From an optimization exercise on the open Yosys and OpenROAD flow, aimed at small area; shortcuts taken in it are not production practice.
Only simulation tests tie the RTL to the original design; equivalence was not proved.
Power and IR drop assume default switching activity. The clock port is modelled as an ideal driver; clocking choices that lean on that would not hold on a real chip.

Setup of v26:
==> flow/design.v (excerpt) <==
module UARTinterface(
		input CLK, RST, WRITE_TO_TX_BUFFER, READ_BUFFER, SET_BR, SET_MODE,
		input [31:0] DATA_IN__CONFIG,
		output [7:0] DATA_OUT,
		output INTERRUPT, BUSY, PARITY,
		input RX,
		output TX
	);
	wire baudclk, baudclkx32;
	baudPLL pll(
		.CLK(CLK),
		.RST(RST),
		.SET(SET_BR),
		.BAUDRATE(DATA_IN__CONFIG),
		.BAUD_TICK(baudclk),
		.BAUD_TICK_X32(baudclkx32)
	);
	reg [1:0] mode;
	always@(posedge CLK or negedge RST) begin
		if (~RST)
			mode <= 2'b0;
		else if (SET_MODE)
			mode <= DATA_IN__CONFIG[1:0];
	end
	wire tx_avail, tx_busy;
	wire [7:0] tx_byte;
	wire tx_pop = tx_avail & ~tx_busy;
	tx_fifo tx_buffer(
		.CLK(CLK),
		.RST(RST),
		.RD(tx_pop),
		.WR(WRITE_TO_TX_BUFFER),
		.DIN(DATA_IN__CONFIG[7:0]),
		.RDATA(tx_byte),
		.NOT_EMPTY(tx_avail),
		.FULL(BUSY)
	);
	tx tx(
		.CLK(CLK),
		.BAUD(baudclk),
		.RST(RST),
		.POP(tx_pop),
		.DATA(tx_byte),
		.MODE(mode),
		.TX(TX),
		.BUSY(tx_busy)
	);
	wire [7:0] rx_byte;
	wire rx_done, rx_parity;
	wire [8:0] rx_word;
	reg  [8:0] current_read;
	rx rx(
		.CLK(CLK),
		.TICK(baudclkx32),
		.RST(RST),
		.RX(RX),
		.MODE(mode),
		.DATA_DONE(rx_done),
		.DATA(rx_byte),
		.PARITY(rx_parity)
	);
	rx_fifo #(.W(9)) rx_buffer(
		.CLK(CLK),
		.RST(RST),
		.RD(READ_BUFFER),
		.WR(rx_done),
		.DIN({rx_parity, rx_byte}),
		.RDATA(rx_word),
		.NOT_EMPTY(INTERRUPT)
	);
	always@(posedge CLK)
		if (READ_BUFFER) current_read <= rx_word;
	assign DATA_OUT = current_read[7:0];
	assign PARITY = current_read[8];
endmodule
Size: about 6,500 cells after synthesis, roughly 4,600 flip-flops, ~110,000 µm² of cells after synthesis.
==> module tx_fifo, before the edit <==
module tx_fifo (
		input CLK, RST, RD, WR,
		input  [7:0] DIN,
		output [7:0] RDATA,
		output NOT_EMPTY, FULL
	);
	reg [7:0] ring [0:248];
	reg [7:0] q [0:7];
	reg [7:0] head;
	reg [2:0] qw, qr;
	reg [3:0] qc;          
	reg [7:0] wpp, rpp;    
	reg [8:0] cnt;         
	wire [7:0] qhead = q[qr];
	wire ring_empty = (cnt == {5'd0, qc});
	wire ring_full = (wpp == rpp) & ~ring_empty;
	wire at_ins = (&wpp[2:0]) | (&wpp[7:3]);
	wire aligned = at_ins & ~ring_full;
	wire xfer = (|qc) & aligned;
	wire deq = xfer | (RD & ring_empty);
	wire at_ext = ~|rpp[2:0];
	wire [7:0] ext = ring[{rpp[7:3], 3'b000}] ^ {8{rpp[3]}};
	assign RDATA = ring_empty ? qhead : (at_ext ? ext : head);
	assign NOT_EMPTY = |cnt;
	assign FULL = cnt[8];
	always@(posedge CLK) begin
		ring[0] <= ~((xfer & (&wpp[7:3])) ? ~qhead : ring[248]);
		if (WR) q[qw] <= DIN;
		if (at_ext) head <= ext;
	end
	genvar i;
	generate
		for (i = 1; i < 249; i = i + 1) begin : rot
			if (i % 8 == 0) begin : ins
				always@(posedge CLK)
					ring[i] <= ~((xfer & (&wpp[2:0]) & (wpp[7:3] == i / 8 - 1)) ? ((i / 8) % 2 ? qhead : ~qhead) : ring[i-1]);
			end else begin : sh
				always@(posedge CLK) ring[i] <= ring[i-1];
			end
		end
	endgenerate
	always@(posedge CLK or negedge RST) begin
		if (~RST) begin
			qw <= 3'd0;
			qr <= 3'd0;
			qc <= 4'd0;
			wpp <= 8'd0;
			rpp <= 8'd0;
			cnt <= 9'd0;
		end else begin
			if (WR) qw <= qw + 3'd1;
			if (deq) qr <= qr + 3'd1;
			qc <= qc + {3'd0, WR} - {3'd0, deq};
			if (~deq) wpp <= (&wpp[7:3]) ? 8'd0 : wpp + 8'd1;
			if (~RD) rpp <= (&rpp[7:3]) ? 8'd0 : rpp + 8'd1;
			cnt <= cnt + {8'd0, WR} - {8'd0, RD};
		end
	end
endmodule
export LEC_CHECK = 0
export CAP_MARGIN = 10
export CORE_MARGIN = 2
export CORE_UTILIZATION = 50
export CTS_BUF_LIST = sky130_fd_sc_hd__clkbuf_16
export CTS_CLUSTER_DIAMETER = 100
export CTS_CLUSTER_SIZE = 30
export PLACE_DENSITY = 0.65
export SLEW_MARGIN = 10
create_clock -name core_clock -period 10.0 [get_ports {CLK}]
standard.sh (not shown) runs the stock make flow with config.mk's settings and CLKGATE_MAP_FILE= SYNTH_SCRIPT=/design/flow/synth_recipe.tcl, a recipe that flattens the netlist after the stock synthesis.
==> flow/flow/run.sh <==
#!/bin/bash
# Layout flow: the standard flow (standard.sh) unchanged, with two settings
# passed through the environment to the ORFS scripts:
#  - ports are buffered with the smallest buffer, sky130_fd_sc_hd__buf_1;
#  - clock tree synthesis does not add dummy loads.
# The whole output of the flow goes to flow_run.log in this folder; each ORFS
# step also keeps its own log under orfs/logs.
set -o pipefail
export BUFFER_PORTS_ARGS="-buffer_cell sky130_fd_sc_hd__buf_1"
export CTS_ARGS="-sink_clustering_enable -repair_clock_nets -dont_use_dummy_load -buf_list sky130_fd_sc_hd__clkbuf_16 -sink_clustering_size 30 -sink_clustering_max_diameter 100"
bash standard.sh > flow_run.log 2>&1
diff inputs: v26 => v19
-- flow/design.v --
<<< v26, line 144
	wire deq = xfer | (RD & ring_empty);
	wire at_ext = ~|rpp[2:0];
	wire [7:0] ext = ring[{rpp[7:3], 3'b000}] ^ {8{rpp[3]}};
	assign RDATA = ring_empty ? qhead : (at_ext ? ext : head);
	assign NOT_EMPTY = |cnt;
	assign FULL = cnt[8];
	always@(posedge CLK) begin
		ring[0] <= ~((xfer & (&wpp[7:3])) ? ~qhead : ring[248]);
		if (WR) q[qw] <= DIN;
		if (at_ext) head <= ext;
>>> v19, line 144
	wire deq = xfer | (RD & ring_empty);
	wire at_ext = ~|rpp[2:0];
	wire [7:0] ext = ring[{rpp[7:3], 3'b000}];
	assign RDATA = ring_empty ? qhead : (at_ext ? ext : head);
	assign NOT_EMPTY = |cnt;
	assign FULL = cnt[8];
	always@(posedge CLK) begin
		ring[0] <= (ring[248] & {8{~(aligned & (&wpp[7:3]))}}) | (qhead & {8{xfer & (&wpp[7:3])}});
		if (WR) q[qw] <= DIN;
		if (at_ext) head <= ext;
<<< v26, line 158
			if (i % 8 == 0) begin : ins
				always@(posedge CLK)
					ring[i] <= ~((xfer & (&wpp[2:0]) & (wpp[7:3] == i / 8 - 1)) ? ((i / 8) % 2 ? qhead : ~qhead) : ring[i-1]);
			end else begin : sh
				always@(posedge CLK) ring[i] <= ring[i-1];
>>> v19, line 158
			if (i % 8 == 0) begin : ins
				always@(posedge CLK)
					ring[i] <= (ring[i-1] & {8{~(aligned & (&wpp[2:0]) & (wpp[7:3] == i / 8 - 1))}}) | (qhead & {8{xfer & (&wpp[2:0]) & (wpp[7:3] == i / 8 - 1)}});
			end else begin : sh
				always@(posedge CLK) ring[i] <= ring[i-1];
### Flow results
- v19 ran to completion and came out clean on the timing, design-rule and antenna checks.
- NOTE internal power v26->v19 increased slightly
- Row worst hold slack after final layout: v19 lower / v26 higher
- For total power density per cell area, v19 and v26 come out practically identical.
- Looking at maximum number of pins on one net before global-route repair, v19 sits 72 below v26.
- Higher number of nets produced by synthesis among v26 and v19: v19
- Compare v26 and v19 | logic gate share of total power lower: v26
- Relative to v26, final design area excluding fillers increased by about 0.56% in v19.
- For the compound-gate portion of the synthesized area, v19 came in 0.19 points lower than v26 did.
- Non-clock buffer count: v19 > v26
- For v26, the uppermost layer routed was met4, unlike v19, where it was met5.

========
Setup of main:
Another version of the RTL of UARTinterface (not shown whole).
Size: roughly 4700 flip-flops.
==> module baudPLL, before the edit <==
module baudPLL(
		input CLK, RST, SET,
		input [31:0] BAUDRATE,
		output reg BAUD_TICK, BAUD_TICK_X32
	);
	reg [31:0] baudrate_reg, baud_count_reg, oversample32_count_reg;
	wire [31:0] baud_next = baud_count_reg + 32'd1;
	wire [31:0] over_next = oversample32_count_reg + 32'd1;
	wire baud_hit = (baud_next == baudrate_reg);
	wire over_hit = (over_next == {5'b0, baudrate_reg[31:5]});
	always@(posedge CLK or negedge RST) begin
		if (~RST) begin
			baudrate_reg <= 32'b0;
			baud_count_reg <= ~{32'b0};
			oversample32_count_reg <= 32'b0;
			BAUD_TICK <= 1'b0;
			BAUD_TICK_X32 <= 1'b0;
		end else begin
			if (SET) baudrate_reg <= BAUDRATE;
			baud_count_reg <= (SET | baud_hit) ? 32'b0 : baud_next;
			oversample32_count_reg <= (SET | over_hit) ? 32'b0 : over_next;
			BAUD_TICK <= ~SET & baud_hit;
			BAUD_TICK_X32 <= ~SET & over_hit;
		end
	end
endmodule
==> module rx_fifo, before the edit <==
module rx_fifo #(parameter W = 9) (
		input CLK, RST, RD, WR,
		input  [W-1:0] DIN,
		output [W-1:0] RDATA,
		output NOT_EMPTY
	);
	reg [W-1:0] ring [0:255];
	reg [W-1:0] ob [0:7];
	reg [W-1:0] pend;
	reg pending;
	reg [7:0] wpp, xpp;    
	reg [2:0] obw, obr;
	reg [3:0] obc;         
	wire ring_empty = (wpp == xpp);
	wire room = ~obc[3] | RD;
	wire ext_do = ~ring_empty & ~|xpp[2:0] & room;
	wire pend_ob = pending & ring_empty & room;
	wire direct = WR & ring_empty & ~pending & room;
	wire ob_we = ext_do | pend_ob | direct;
	wire ins = pending & ~pend_ob & (&wpp);
	wire [W-1:0] ext = ring[{xpp[7:3], 3'b000}];
	wire [W-1:0] ob_din = ~ring_empty ? ext : (pending ? pend : DIN);
	assign RDATA = ob[obr];
	assign NOT_EMPTY = |obc;
	always@(posedge CLK) begin
		ring[0] <= ins ? pend : ring[255];
		if (WR) pend <= DIN;
		if (ob_we) ob[obw] <= ob_din;
	end
	genvar i;
	generate
		for (i = 1; i < 256; i = i + 1) begin : rot
			always@(posedge CLK) ring[i] <= ring[i-1];
		end
	endgenerate
	always@(posedge CLK or negedge RST) begin
		if (~RST) begin
			pending <= 1'b0;
			wpp <= 8'd0;
			xpp <= 8'd0;
			obw <= 3'd0;
			obr <= 3'd0;
			obc <= 4'd0;
		end else begin
			pending <= (WR & ~direct) | (pending & ~ins & ~pend_ob);
			if (~ins) wpp <= wpp + 8'd1;
			if (~ext_do) xpp <= xpp + 8'd1;
			if (ob_we) obw <= obw + 3'd1;
			if (RD) obr <= obr + 3'd1;
			obc <= obc + {3'd0, ob_we} - {3'd0, RD};
		end
	end
endmodule
export LEC_CHECK = 0
export CAP_MARGIN = 20
export CORE_MARGIN = 2
export CORE_UTILIZATION = 40
export CTS_BUF_LIST = sky130_fd_sc_hd__clkbuf_16
export CTS_CLUSTER_DIAMETER = 100
export CTS_CLUSTER_SIZE = 30
export PLACE_DENSITY = 0.5
export SLEW_MARGIN = 20
create_clock -name core_clock -period 10.0 [get_ports {CLK}]
run.sh (not shown) runs the stock make flow with config.mk's settings and CLKGATE_MAP_FILE= SYNTH_SCRIPT=/design/flow/synth_recipe.tcl, a recipe that flattens the netlist after the stock synthesis.
Stock flow here: none of the scripts above is used.
diff inputs: main => the feature branch
--- a/flow/design.v
+++ b/flow/design.v
@@ -1,27 +1,26 @@
 module baudPLL(
 		input CLK, RST, SET,
 		input [31:0] BAUDRATE,
 		output reg BAUD_TICK, BAUD_TICK_X32
 	);
-	reg [31:0] baudrate_reg, baud_count_reg, oversample32_count_reg;
-	wire [31:0] baud_next = baud_count_reg + 32'd1;
-	wire [31:0] over_next = oversample32_count_reg + 32'd1;
-	wire baud_hit = (baud_next == baudrate_reg);
-	wire over_hit = (over_next == {5'b0, baudrate_reg[31:5]});
+	reg [31:0] baudrate_reg, baud_left, oversample_left;
+	wire [31:0] baudrate_next = SET ? BAUDRATE : baudrate_reg;
+	wire baud_hit = (baud_left == 32'd1);
+	wire over_hit = (oversample_left == 32'd1);
 	always@(posedge CLK or negedge RST) begin
 		if (~RST) begin
-			baudrate_reg <= 32'b0;
-			baud_count_reg <= ~{32'b0};
-			oversample32_count_reg <= 32'b0;
+			baudrate_reg <= 32'd0;
+			baud_left <= 32'd1;
+			oversample_left <= 32'd0;
 			BAUD_TICK <= 1'b0;
 			BAUD_TICK_X32 <= 1'b0;
 		end else begin
-			if (SET) baudrate_reg <= BAUDRATE;
-			baud_count_reg <= (SET | baud_hit) ? 32'b0 : baud_next;
-			oversample32_count_reg <= (SET | over_hit) ? 32'b0 : over_next;
+			baudrate_reg <= baudrate_next;
+			baud_left <= (SET | baud_hit) ? baudrate_next : baud_left - 32'd1;
+			oversample_left <= (SET | over_hit) ? {5'd0, baudrate_next[31:5]} : oversample_left - 32'd1;
 			BAUD_TICK <= ~SET & baud_hit;
 			BAUD_TICK_X32 <= ~SET & over_hit;
 		end
 	end
 endmodule
 module fifo_buffer #(parameter W = 9) (
@@ -70,53 +69,56 @@
 module rx_fifo #(parameter W = 9) (
 		input CLK, RST, RD, WR,
 		input  [W-1:0] DIN,
 		output [W-1:0] RDATA,
 		output NOT_EMPTY
 	);
-	reg [W-1:0] ring [0:255];
+	reg [W-1:0] ring [0:247];
 	reg [W-1:0] ob [0:7];
 	reg [W-1:0] pend;
 	reg pending;
+	reg full;              
 	reg [7:0] wpp, xpp;    
 	reg [2:0] obw, obr;
 	reg [3:0] obc;         
-	wire ring_empty = (wpp == xpp);
+	wire ring_empty = (wpp == xpp) & ~full;
 	wire room = ~obc[3] | RD;
 	wire ext_do = ~ring_empty & ~|xpp[2:0] & room;
 	wire pend_ob = pending & ring_empty & room;
 	wire direct = WR & ring_empty & ~pending & room;
 	wire ob_we = ext_do | pend_ob | direct;
-	wire ins = pending & ~pend_ob & (&wpp);
+	wire ins = pending & ~pend_ob & ~full & (wpp == 8'd247);
 	wire [W-1:0] ext = ring[{xpp[7:3], 3'b000}];
 	wire [W-1:0] ob_din = ~ring_empty ? ext : (pending ? pend : DIN);
 	assign RDATA = ob[obr];
 	assign NOT_EMPTY = |obc;
 	always@(posedge CLK) begin
-		ring[0] <= ins ? pend : ring[255];
+		ring[0] <= ins ? pend : ring[247];
 		if (WR) pend <= DIN;
 		if (ob_we) ob[obw] <= ob_din;
 	end
 	genvar i;
 	generate
-		for (i = 1; i < 256; i = i + 1) begin : rot
+		for (i = 1; i < 248; i = i + 1) begin : rot
 			always@(posedge CLK) ring[i] <= ring[i-1];
 		end
 	endgenerate
 	always@(posedge CLK or negedge RST) begin
 		if (~RST) begin
 			pending <= 1'b0;
+			full <= 1'b0;
 			wpp <= 8'd0;
 			xpp <= 8'd0;
 			obw <= 3'd0;
 			obr <= 3'd0;
 			obc <= 4'd0;
 		end else begin
 			pending <= (WR & ~direct) | (pending & ~ins & ~pend_ob);
-			if (~ins) wpp <= wpp + 8'd1;
-			if (~ext_do) xpp <= xpp + 8'd1;
+			full <= (full & ~ext_do) | (ins & ~ext_do & (xpp == 8'd246));
+			if (~ins) wpp <= (wpp == 8'd247) ? 8'd0 : wpp + 8'd1;
+			if (~ext_do) xpp <= (xpp == 8'd247) ? 8'd0 : xpp + 8'd1;
 			if (ob_we) obw <= obw + 3'd1;
 			if (RD) obr <= obr + 3'd1;
 			obc <= obc + {3'd0, ob_we} - {3'd0, RD};
 		end
 	end
 endmodule
==> comparison <==
Looking at reported leakage power, the feature branch sits 0.68% below main.
Count of clock-buffer cells in the layout delta for the feature branch relative to main: 2 higher
In terms of overall power consumption, the feature branch and main differ only marginally.
Share of the core filled with cells in the final layout: the feature branch vs main, no meaningful difference
The combinational share of power of the feature branch is higher than that of main.
Share of synthesized registers carrying an async set or reset essentially unchanged between the feature branch and main.
Side by side, power density normalized to cell area turned out higher in the feature branch than in main.
Changes observed in the feature branch relative to main: cell area after synthesis now sits lower, top fanout value on the critical path grew by 11.
Cell internal power dissipation (the feature branch vs. main) decreases slightly

## re-timing with driven ports
How much do the figures lean on ideal ports? The routed layouts below were timed once more, with nothing changed but the port constraints.
Step 1 (the two cells are an assumption about what drives the block):
set clk [get_ports {CLK}]
set_driving_cell -lib_cell sky130_fd_sc_hd__clkbuf_16 $clk
set_driving_cell -lib_cell sky130_fd_sc_hd__buf_2 [delete_from_list [all_inputs] $clk]
Step 2 adds t to the input delays and takes it off the output delays; t is the mean of the earliest and latest rising clock arrival at the registers after step 1. Input paths then give back, and output paths get back, about the clock's delay inside the block.
Slacks: ideal ports / drivers / drivers and shift; pairs: ideal ports / drivers.
run | shift t [ns] | slack for setup (ns) | hold WS [ns] | worst register clock-pin slew, ns | worst slew at a driven data input, ns
v26 | 0.881 | 5.363 / 5.431 / 4.551 | 0.250 / 0.250 / 0.250 | 0.11 / 0.11 | 0.09
v19 | 0.911 | 5.796 / 5.796 / 5.463 | 0.238 / 0.238 / 0.238 | 0.12 / 0.12 | 0.06
main | 0.959 | 5.633 / 5.543 / 5.241 | 0.275 / 0.275 / 0.275 | 0.12 / 0.12 | 0.10
the feature branch | 0.945 | 5.393 / 5.462 / 4.517 | 0.248 / 0.248 / 0.248 | 0.12 / 0.12 | 0.06
After both steps setup and hold are still met in every run listed. The setup slack of the feature branch, which loses most, moves by +0.069 ns with the drivers and by -0.876 ns with both steps.
